Source: an optimization exercise on an open RTL-to-GDS flow (aim: small area). Production flows keep margins and buffers that such runs may drop.
In this exercise RTL edits were held to simulation tests only and were not proved equivalent to the original.
Power figures rest on the tool's default switching activity, not on a simulated workload.

File: run.sh
#!/bin/bash
# synth_recipe.tcl (not shown) runs the flow's synth.tcl, then flattens the netlist and writes it again
# the make line also repeats each setting of config.mk as NAME=value (left out here)
make -C /OpenROAD-flow-scripts/flow DESIGN_CONFIG=/design/flow/config.mk WORK_HOME=/design/flow/orfs CLKGATE_MAP_FILE= SYNTH_SCRIPT=/design/flow/synth_recipe.tcl finish
File: config.mk
export PLATFORM = sky130hd
export DESIGN_NAME = flatoric
export DESIGN_NICKNAME = flatoric
export VERILOG_FILES = /design/flow/design.v
export SDC_FILE = /design/flow/constraint.sdc
export NUM_CORES = 4
export LEC_CHECK = 0
export CAP_MARGIN = 20
export CORE_MARGIN = 2
export CORE_UTILIZATION = 40
export CTS_BUF_LIST = sky130_fd_sc_hd__clkbuf_8
export SLEW_MARGIN = 20
File: constraint.sdc
create_clock -name core_clock -period 10.0 [get_ports {CLK}]
set_input_delay 2.0000 -clock core_clock [delete_from_list [all_inputs] [get_ports {CLK}]]
set_output_delay 2.0000 -clock core_clock [all_outputs]
set_load 0.01 [all_outputs]
File: design.v
`timescale 1ns / 1ps
module rgbcapture(
    input clk,
    input rst,
    input red,
    input green,
    input blue,
    input sync,
    input ack,
    output req,
    input [14:0] addr_inc,
    output [14:0] addr,
    output [7:0] data,
    output frm
  );
reg sync_z1;
reg sync_ok;
reg field;
reg divsel;
reg [2:0] clk_ctr;
reg [8:0] pix_ctr;
reg [8:0] line_ctr;
reg pend;
reg r1, r2, g1, g2, b1, b2, b3;
reg [7:0] obuf;
reg [14:0] addr_ctr;
reg [2:0] tpg;
wire [8:0] pix_cy = {pix_cy[7:0] & pix_ctr[7:0], 1'b1};
wire [8:0] line_cy = {line_cy[7:0] & line_ctr[7:0], 1'b1};
wire sync_fe = ~sync && sync_z1;
wire sync_to = pix_ctr[8] & pix_ctr[7] & pix_ctr[0];   
wire h_sync = sync_fe || sync_to;
wire v_sync = sync_ok ? sync_to : (line_ctr == 312);
wire v_actv = line_ctr[8] ? ~|line_ctr[7:5] & ~&line_ctr[4:0]
                          : |line_ctr[7:6] | line_ctr[5] & (line_ctr[4] | &line_ctr[3:0]);
wire h_actv = pix_ctr[8] ? ~pix_ctr[7] & ~&pix_ctr[6:4]
                         : |pix_ctr[7:6] | &pix_ctr[5:4];
wire p_samp = clk_ctr[1] & clk_ctr[0];              
wire c_zero = ~|clk_ctr;
wire samp = v_actv && h_actv && p_samp;
wire [7:0] we = {8{samp}} & (8'd1 << pix_ctr[2:0]);
wire r = sync_ok ? red : tpg[1];
wire g = sync_ok ? green : tpg[2];
wire b = sync_ok ? blue : tpg[0];
assign addr = addr_ctr;
assign req = pend;
assign data = obuf;
assign frm = field && v_sync;
  always @(posedge clk)
  if (rst)
    begin
      sync_z1 <= 1'b0;
      sync_ok <= 1'b0;
      field <= 1'b0;
      divsel <= 1'b0;
      clk_ctr <= 3'd0;
      pix_ctr <= 9'd0;
      line_ctr <= 9'd0;
      pend <= 1'b0;
      addr_ctr <= 15'd0;
    end
  else
    begin
      sync_z1 <= sync;
      if (sync_fe)
        sync_ok <= 1'b1;
      else if (sync_to)
        sync_ok <= 1'b0;
      if (h_sync)
        begin
          clk_ctr <= 3'd4;
          divsel <= 1'b0;
        end
      else if (c_zero)
        begin
          clk_ctr <= divsel ? 3'd4 : 3'd3;
          divsel <= ~divsel;
        end
      else
        clk_ctr <= {1'b0, clk_ctr[1] ^ ~clk_ctr[0], ~clk_ctr[0]};   
      if (h_sync)
        begin
          pix_ctr <= 9'd0;
          if (v_sync)
            begin
              line_ctr <= 9'd0;
              field <= ~field;
            end
          else
            line_ctr <= line_ctr ^ line_cy;
        end
      else if (c_zero)
        pix_ctr <= pix_ctr ^ pix_cy;
      if (we[2] | we[5] | we[7])
        pend <= 1'b1;
      else if (ack)
        pend <= 1'b0;
      if (v_sync)
         addr_ctr <= 15'd0;
      else if (ack)
         addr_ctr <= addr_inc;
    end
  always @(posedge clk)
    begin
      if (we[0] | we[3] | we[6]) r1 <= r;
      if (we[1] | we[4]) r2 <= r;
      if (we[0] | we[3] | we[5]) g1 <= g;
      if (we[1] | we[4] | we[6]) g2 <= g;
      if (we[0] | we[3] | we[5]) b1 <= b;
      if (we[1] | we[4] | we[6]) b2 <= b;
      if (we[2]) b3 <= b;
      if (we[2]) obuf <= {r1, g1, b1, r2, g2, b2, r, g};
      if (we[5]) obuf <= {b3, r1, g1, b1, r2, g2, b2, r};
      if (we[7]) obuf <= {g1, b1, r1, g2, b2, r, g, b};
    end
  always @(*)
    casez (pix_ctr[8:5])
      4'b000?: tpg = 3'b000;
      4'b0010: tpg = 3'b000;
      4'b0011: tpg = 3'b001;
      4'b0100: tpg = 3'b010;
      4'b0101: tpg = 3'b011;
      4'b0110: tpg = 3'b100;
      4'b0111: tpg = 3'b101;
      4'b1000: tpg = 3'b110;
      4'b1001: tpg = 3'b111;
      4'b101?: tpg = 3'b000;
      4'b11??: tpg = 3'b000;
    endcase
endmodule
`timescale 1ns / 1ps
module lcdcontrol(
    input clk,
    input rst,
    output flm,
    output cl1,
    output cl2,
    output [7:0] lcd_d,
    output req,
    input ack,
    input [14:0] addr_inc,
    output [14:0] addr,
    input [7:0] data,
    input frm
  );
reg frm_z1;
reg flm_reg;
reg cl1_reg;
reg cl2_reg;
reg req_reg;
reg [7:0] lcd_data;
reg [3:0] clk_ctr;
reg [6:0] byte_ctr;
reg [7:0] line_ctr;
reg [1:0] frame_ctr;
reg [14:0] addr_ctr;
wire [3:0] clk_cy = {clk_cy[2:0] & clk_ctr[2:0], 1'b1};
wire [6:0] byte_cy = {byte_cy[5:0] & byte_ctr[5:0], 1'b1};
wire [7:0] line_cy = {line_cy[6:0] & line_ctr[6:0], 1'b1};
wire f_end = &frame_ctr;
wire l_top = ~|line_ctr;
wire l_end = &line_ctr[7:4];                     
wire f_top = l_top & ~f_end;
wire b_hi = &byte_ctr[6:3];                      
wire h_act = ~b_hi;
wire h_clk = b_hi & ~byte_ctr[1] & ~byte_ctr[0];   
wire h_end = b_hi & byte_ctr[1] & byte_ctr[0];     
wire b_end = clk_ctr[3] & clk_ctr[1] & clk_ctr[0];   
wire c_zero = ~|clk_ctr;
wire restart = ~frm_z1 & frm;
assign flm = flm_reg;
assign cl1 = cl1_reg;
assign cl2 = cl2_reg;
assign req = req_reg;
assign lcd_d = lcd_data;
assign addr = addr_ctr;
  always @(posedge clk)
  if (rst)
    begin
      frm_z1 <= 1'b0;
      flm_reg <= 1'b0;
      cl1_reg <= 1'b0;
      cl2_reg <= 1'b0;
      req_reg <= 1'b0;
      lcd_data <= 8'd0;
      clk_ctr <= 4'd0;
      byte_ctr <= 7'd0;
      line_ctr <= 8'd0;
      frame_ctr <= 2'd0;
      addr_ctr <= 15'd0;
    end
  else
    begin
      frm_z1 <= frm;
      if (restart)
        begin
          clk_ctr <= 4'd0;
          byte_ctr <= 7'd0;
          line_ctr <= 8'd0;
          frame_ctr <= 2'd0;
        end
      else if (~f_end)
        if (b_end)
          begin
            clk_ctr <= 4'd0;
            if (h_end)
              begin
                byte_ctr <= 7'd0;
                if (l_end)
                  begin
                    line_ctr <= 8'd0;
                    frame_ctr <= {frame_ctr[1] ^ frame_ctr[0], ~frame_ctr[0]};
                  end
                else
                  line_ctr <= line_ctr ^ line_cy;
              end
            else
              byte_ctr <= byte_ctr ^ byte_cy;
          end
        else
          clk_ctr <= clk_ctr ^ clk_cy;
      flm_reg <= f_top;
      cl1_reg <= h_clk;
      cl2_reg <= h_act & clk_ctr[3];
      if (f_top && ~|byte_ctr && c_zero)
        addr_ctr <= 15'd0;
      else if (ack)
        addr_ctr <= addr_inc;
      if (ack)
        lcd_data <= data;
      if (ack)
        req_reg <= 1'b0;
      else if (~f_end && h_act && c_zero)
        req_reg <= 1'b1;
    end
endmodule
`timescale 1ns / 1ps
module ramcontrol(
    input clk,
    input rst,
    output [14:0] addr,
    output [14:0] inc,
    output noe,
    output nwe,
    output ena,
    input [14:0] rd_addr,
    input rd_req,
    output rd_ack,
    input [14:0] wr_addr,
    input wr_req,
    output wr_ack
    );
reg rd, wr, ph;
wire idle = ~rd & ~wr;
wire rnw = ~wr & (rd | rd_req | ~wr_req);
assign addr = rnw ? rd_addr : wr_addr;
wire [14:0] cy = {cy[13:0] & addr[13:0], 1'b1};
assign inc = addr ^ cy;
assign noe = ~rd;
assign nwe = ~wr;
assign ena = wr;
assign rd_ack = rd & ph;
assign wr_ack = wr & ph;
  always @(posedge clk)
  if (rst)
    begin
      rd <= 1'b0;
      wr <= 1'b0;
      ph <= 1'b0;
    end
  else
    begin
      rd <= idle & rd_req | rd & ~ph;
      wr <= idle & ~rd_req & wr_req | wr & ~ph;
      ph <= ~idle & ~ph;
    end
endmodule
`timescale 1ns / 1ps
module pwrmanage (
    input clk,
    input rst,
    input btn,
    output pwon,
    output vcon
    );
localparam OFF = 3'b000, UP_0 = 3'b001, UP_1 = 3'b010, ON = 3'b110, DN_0 = 3'b111, DN_1 = 3'b011;
localparam [20:0] ODD = 21'h0aaaaa;
reg [2:0] st;
reg [20:0] tmr;
reg [2:0] nst;
reg tmr_rst;
wire tmr_tc = (tmr == 21'h000155);
wire clr = tmr_rst | tmr_tc;
assign pwon = st[2];
assign vcon = st[1];
  always @(posedge clk)
  if (rst)
    begin
      st <= OFF;
      tmr <= ODD;
    end
  else
    begin
      if (tmr_tc)
        st <= nst;
      if (clr)
        tmr <= ODD;
      else
        tmr <= {~tmr[19:0], ~(tmr[20] ^ tmr[18])};
    end
  always @(*)
    case (st)
      UP_0:    begin tmr_rst = btn;  nst = UP_1; end
      UP_1:    begin tmr_rst = 1'b0; nst = ON;   end
      ON:      begin tmr_rst = ~btn; nst = DN_0; end
      DN_0:    begin tmr_rst = btn;  nst = DN_1; end
      DN_1:    begin tmr_rst = 1'b0; nst = OFF;  end
      default: begin tmr_rst = ~btn; nst = UP_0; end
    endcase
endmodule
`timescale 1ns / 1ps
module flatoric(
    input CLK,                   
    input RST,                   
    input RED,                   
    input GREEN,                 
    input BLUE,                  
    input SYNC,                  
    input BTN1,                  
    input  [7:0] DATA_I,         
    output [7:0] DATA_O,         
    output DATA_OE,              
    output [14:0] ADDR,          
    output NOE,                  
    output NWE,                  
    output NCE,                  
    output FLM,                  
    output CL1,                  
    output CL2,                  
    output [7:0] LCD_D,          
    output NDOFF,                
    output VCON,                 
    output LD2,                  
    output CFL                   
  );
reg red_ck;
reg green_ck;
reg blue_ck;
reg sync_ck;
reg btn1_ck;
reg btn1_z1;
wire frm, ena, pwon;
wire rd_req, wr_req;
wire rd_ack, wr_ack;
wire [14:0] rd_addr;
wire [14:0] wr_addr;
wire [7:0] rd_data = DATA_I;
wire [7:0] wr_data;
wire [14:0] addr_inc;
assign NDOFF = pwon;
assign CFL = pwon;
assign LD2 = ~pwon;
assign NCE = ~pwon;
assign DATA_O = wr_data;
assign DATA_OE = ena;
  always @(posedge CLK)
  begin
    red_ck <= RED;
    green_ck <= GREEN;
    blue_ck <= BLUE;
  end
  always @(posedge CLK)
  if (RST)
  begin
    sync_ck <= 1'b0;
    btn1_ck <= 1'b0;
    btn1_z1 <= 1'b0;
  end
  else
  begin
    sync_ck <= SYNC;
    btn1_ck <= BTN1;
    btn1_z1 <= btn1_ck;
  end
  rgbcapture u1 (
    .clk(CLK),
    .rst(RST),
    .red(red_ck),
    .green(green_ck),
    .blue(blue_ck),
    .sync(sync_ck),
    .req(wr_req),
    .ack(wr_ack),
    .addr_inc(addr_inc),
    .addr(wr_addr),
    .data(wr_data),
    .frm(frm)
  );
  lcdcontrol u2 (
    .clk(CLK),
    .rst(RST),
    .flm(FLM),
    .cl1(CL1),
    .cl2(CL2),
    .lcd_d(LCD_D),
    .req(rd_req),
    .ack(rd_ack),
    .addr_inc(addr_inc),
    .addr(rd_addr),
    .data(rd_data),
    .frm(frm)
  );
  ramcontrol u3 (
    .clk(CLK),
    .rst(RST),
    .addr(ADDR),
    .inc(addr_inc),
    .noe(NOE),
    .nwe(NWE),
    .ena(ena),
    .rd_addr(rd_addr),
    .rd_req(rd_req),
    .rd_ack(rd_ack),
    .wr_addr(wr_addr),
    .wr_req(wr_req),
    .wr_ack(wr_ack)
  );
  pwrmanage u4 (
    .clk(CLK),
    .rst(RST),
    .btn(btn1_z1),
    .pwon(pwon),
    .vcon(VCON)
  );
endmodule
==> impl_results.md <==
- Status: timing/DRC/antenna clean
- Met2 Resource Use GR: 0.260
- Final setup viols: 0
- Die area: 16300 sq um
- I/O pin count: 57
- Setup repair bufs after CTS: 0
- DRC violation total after the first TritonRoute iteration: 258
- Busiest layer in global routing: met2
- Initial Util: 0.406
- Setup Skew: 0.0123 ns
- Hold WC Path Type: reg2reg
- Sequential share of the synthesized area: 0.475
- H-tree depth: 4
- Unrepaired setup endpoints after global routing: false
- Final nets: 777
- Detailed-route via count: 4602
- P_leak: 2.80 nW
- First-pass GRT wire length: 20900 um
- Port bufs: 56
- Iteration count of the initial detailed-routing pass: 4
- Grt ovf: 0
- DRC viols: 0
- Ys flop type: dfxtp_1
- Longest Clk Path Bufs: 2
- Width of the die: 128 um
- Hold slack: 0.385 ns
- Antenna violations before repair: 0
- FFs w/ async S/R, synth: 0
- Fmax: 232 MHz
- Gp weighted congestion: 0.743
- Worst path required time: 8.00 ns
- Netlist cell types: 57
- Most numerous cell in the Yosys netlist: nand2_1
- N_diodes: 0
- Post-cts sizing count: 0
- Worst-Skew Late Latency: 0.43 ns
- Max reg flops: 21
- Area share of the largest cell type after synthesis: 0.402
- Hold buffer count at CTS: 0
- Fraction of layout cells with a size suffix above 1: 0.0927
- Fin crit period: 4.31 ns
- Setup TNS Final: 0 ns
- Number of routed nets with antenna violations: 0
- DP Cell Count: 880
- Synth Register Bits: 138
- Largest net degree at the start of global routing: 27
- Met1 Use GR: 0.206
- Max_cap viols: 0
- DR vias/cell: 5.05
- Drt total wl: 12200 um
- Worst Path Max Fanout: 16
- Net Count, Synth: 732
- CP Data Arrival Time: 2.31 ns
- Cell row count: 45
- Startpoint types: flip-flop
- HPWL reported at the end of detailed placement: 8640 um
- Worst slack, placed: 5.72 ns
- Worst Setup End Kind: primary output
- Core ar.: 15100 sq um
- Crit Path Class: reg2out
- Post-Synthesis Cells: 666
- Die H: 128 um
- Max-Slew Margin vs Limit: 0.350
- Clock Sinks: 138
- Warning count from the yosys run: 5
- Finished Layout Cells: 911
- Top cell type by total area after synthesis: dfxtp_1
- Worst ir drop on vdd: 0.105 mV
- Pwr dens: 162 nW/um^2
- Area Growth Syn to Fin: 17.8%
- Tightest Pin Transition: 0.972 ns
- Global-route met3 utilization: 0.0472
- Synth Area per Inst: 9.20 sq um
- Top flop regs: u4.tmr: 21 flops, u1.addr_ctr: 15 flops, u2.addr_ctr: 15 flops
- Vias in the first global route: 4558
- Top cells by area, synth: dfxtp_1 40%, ha_1 10%, nand2_1 8.0%
- Final Slew Violations: 0
- Number of flops mapped to enable cells by yosys: 15
- Clock buffer count from CTS: 17
- CTS tree: yes
- Final hold violations: 0
- Clock slew at reported path FFs: 0.07 ns
- Commonest cells post-synth: 130 x nand2_1, 123 x dfxtp_1, 65 x a21oi_1
- Clk Tree Root Cell: clkbuf_8
- Reg with most FFs: u4.tmr
- Final worst-path cycle share: 0.431
- Synth Cell Area: 6130 sq um
- Drt wl/cell: 13.4 um
- GRT Total Usage: 0.159
- Final worst slack: 5.69 ns
-- final timing paths --
kind | start | to | slack [ns] | depth (start not counted)
hold / removal | u4.tmr[0]$_SDFF_PP0_ | u4.tmr[1]$_SDFF_PP1_ | 0.38 | 1
setup reg to reg | u3.rd$_SDFF_PP0_ | u1.addr_ctr[14]$_SDFFE_PP0P_ | 5.72 | 19
hold reg to reg | u4.tmr[0]$_SDFF_PP0_ | u4.tmr[1]$_SDFF_PP1_ | 0.38 | 1
setup / recovery | u3.rd$_SDFF_PP0_ | ADDR[14] | 5.69 | 6
-- critical path, cell delays in order, from the launching register on --
cell             delay [ns]
dfxtp_1                0.35
inv_1                  0.10
a31oi_2                0.19
buf_4                  0.27
mux2i_1                0.37
inv_1                  0.11
clkdlybuf4s50_1        0.50
-- cell type report --
class                           instances  area, sq um
Fill cell                            1453         7870
Multi-Input combinational cell        473         2980
Sequential cell                       138         2910
Timing Repair Buffer                   59          583
Clock buffer                           19          262
Tap cell                              188          235
Clock inverter                         12          171
Inverter                               22         82.6
-- report_power, final --
group          internal (W)  total (W)  switching, W
Clock              0.000283   0.000489      0.000206
Combinational     0.0000369  0.0000955     0.0000585
Sequential         0.000573   0.000588     0.0000147
Total              0.000893    0.00117      0.000280
-- layer usage --
layer  up-vias  routed length (um)
li1       2391                   -
met1      2131                5840
met2        71                5760
met3         9                 466
met4         0                 122
met5         -                   0
-- layout by cell type, fill, tap and decap left out, drive strengths merged, types with 7 or more instances in the layout --
| cell | count |
|---|---|
| a21oi | 66 |
| a22o | 9 |
| a31oi | 9 |
| and2 | 7 |
| clkbuf | 19 |
| clkdlybuf4s50 | 56 |
| dfxtp | 123 |
| edfxtp | 15 |
| ha | 51 |
| inv | 23 |
| mux2 | 14 |
| nand2 | 130 |
| nand3 | 15 |
| nor2 | 56 |
| nor2b | 9 |
| o21ai | 14 |
| xnor2 | 9 |
-- cell families after synthesis --
kind of cell / synth area share
compound gates: 0.131
buf+inv: 0.0392
xor+xnor: 0.0172
simple gates: 0.202
fa+ha+maj: 0.104
mux: 0.0306
flops: 0.475
-- through the flow --
stage | cell area (sq um) | util | power, W
2_1_floorplan | 6130 | - | 0.000667
3_3_place_gp | 6790 | 0.450 | 0.000691
3_5_place_dp | 6790 | 0.450 | 0.000697
4_1_cts | 7220 | 0.479 | 0.00119
5_1_grt | 7220 | 0.479 | 0.00123
6_report | 7220 | 0.479 | 0.00117

afterwards: timing with drivers on the ports:
In the flow no input, the clock included, has a driving cell. The finished layout below was timed again as built, in two steps. Step 1, drivers: a clkbuf_16 drives CLK and a buf_2 each remaining input, both assumed. Step 2 moves the port delays by t, midway between the first and last clock arrival at a register: inputs arrive t later, outputs are due t later. That takes back most of the time a late clock gives input paths. Slacks: ideal / step 1 / step 2; pairs: ideal / step 1.
t (ns): 0.456
setup WS [ns]: 5.687 / 5.653 / 5.725
slew at the worst register clock pin (ns): 0.08 / 0.08
After both steps this run still meets setup and hold. For this run, drivers alone change the setup slack by -0.034 ns; drivers and shift together by +0.038 ns.
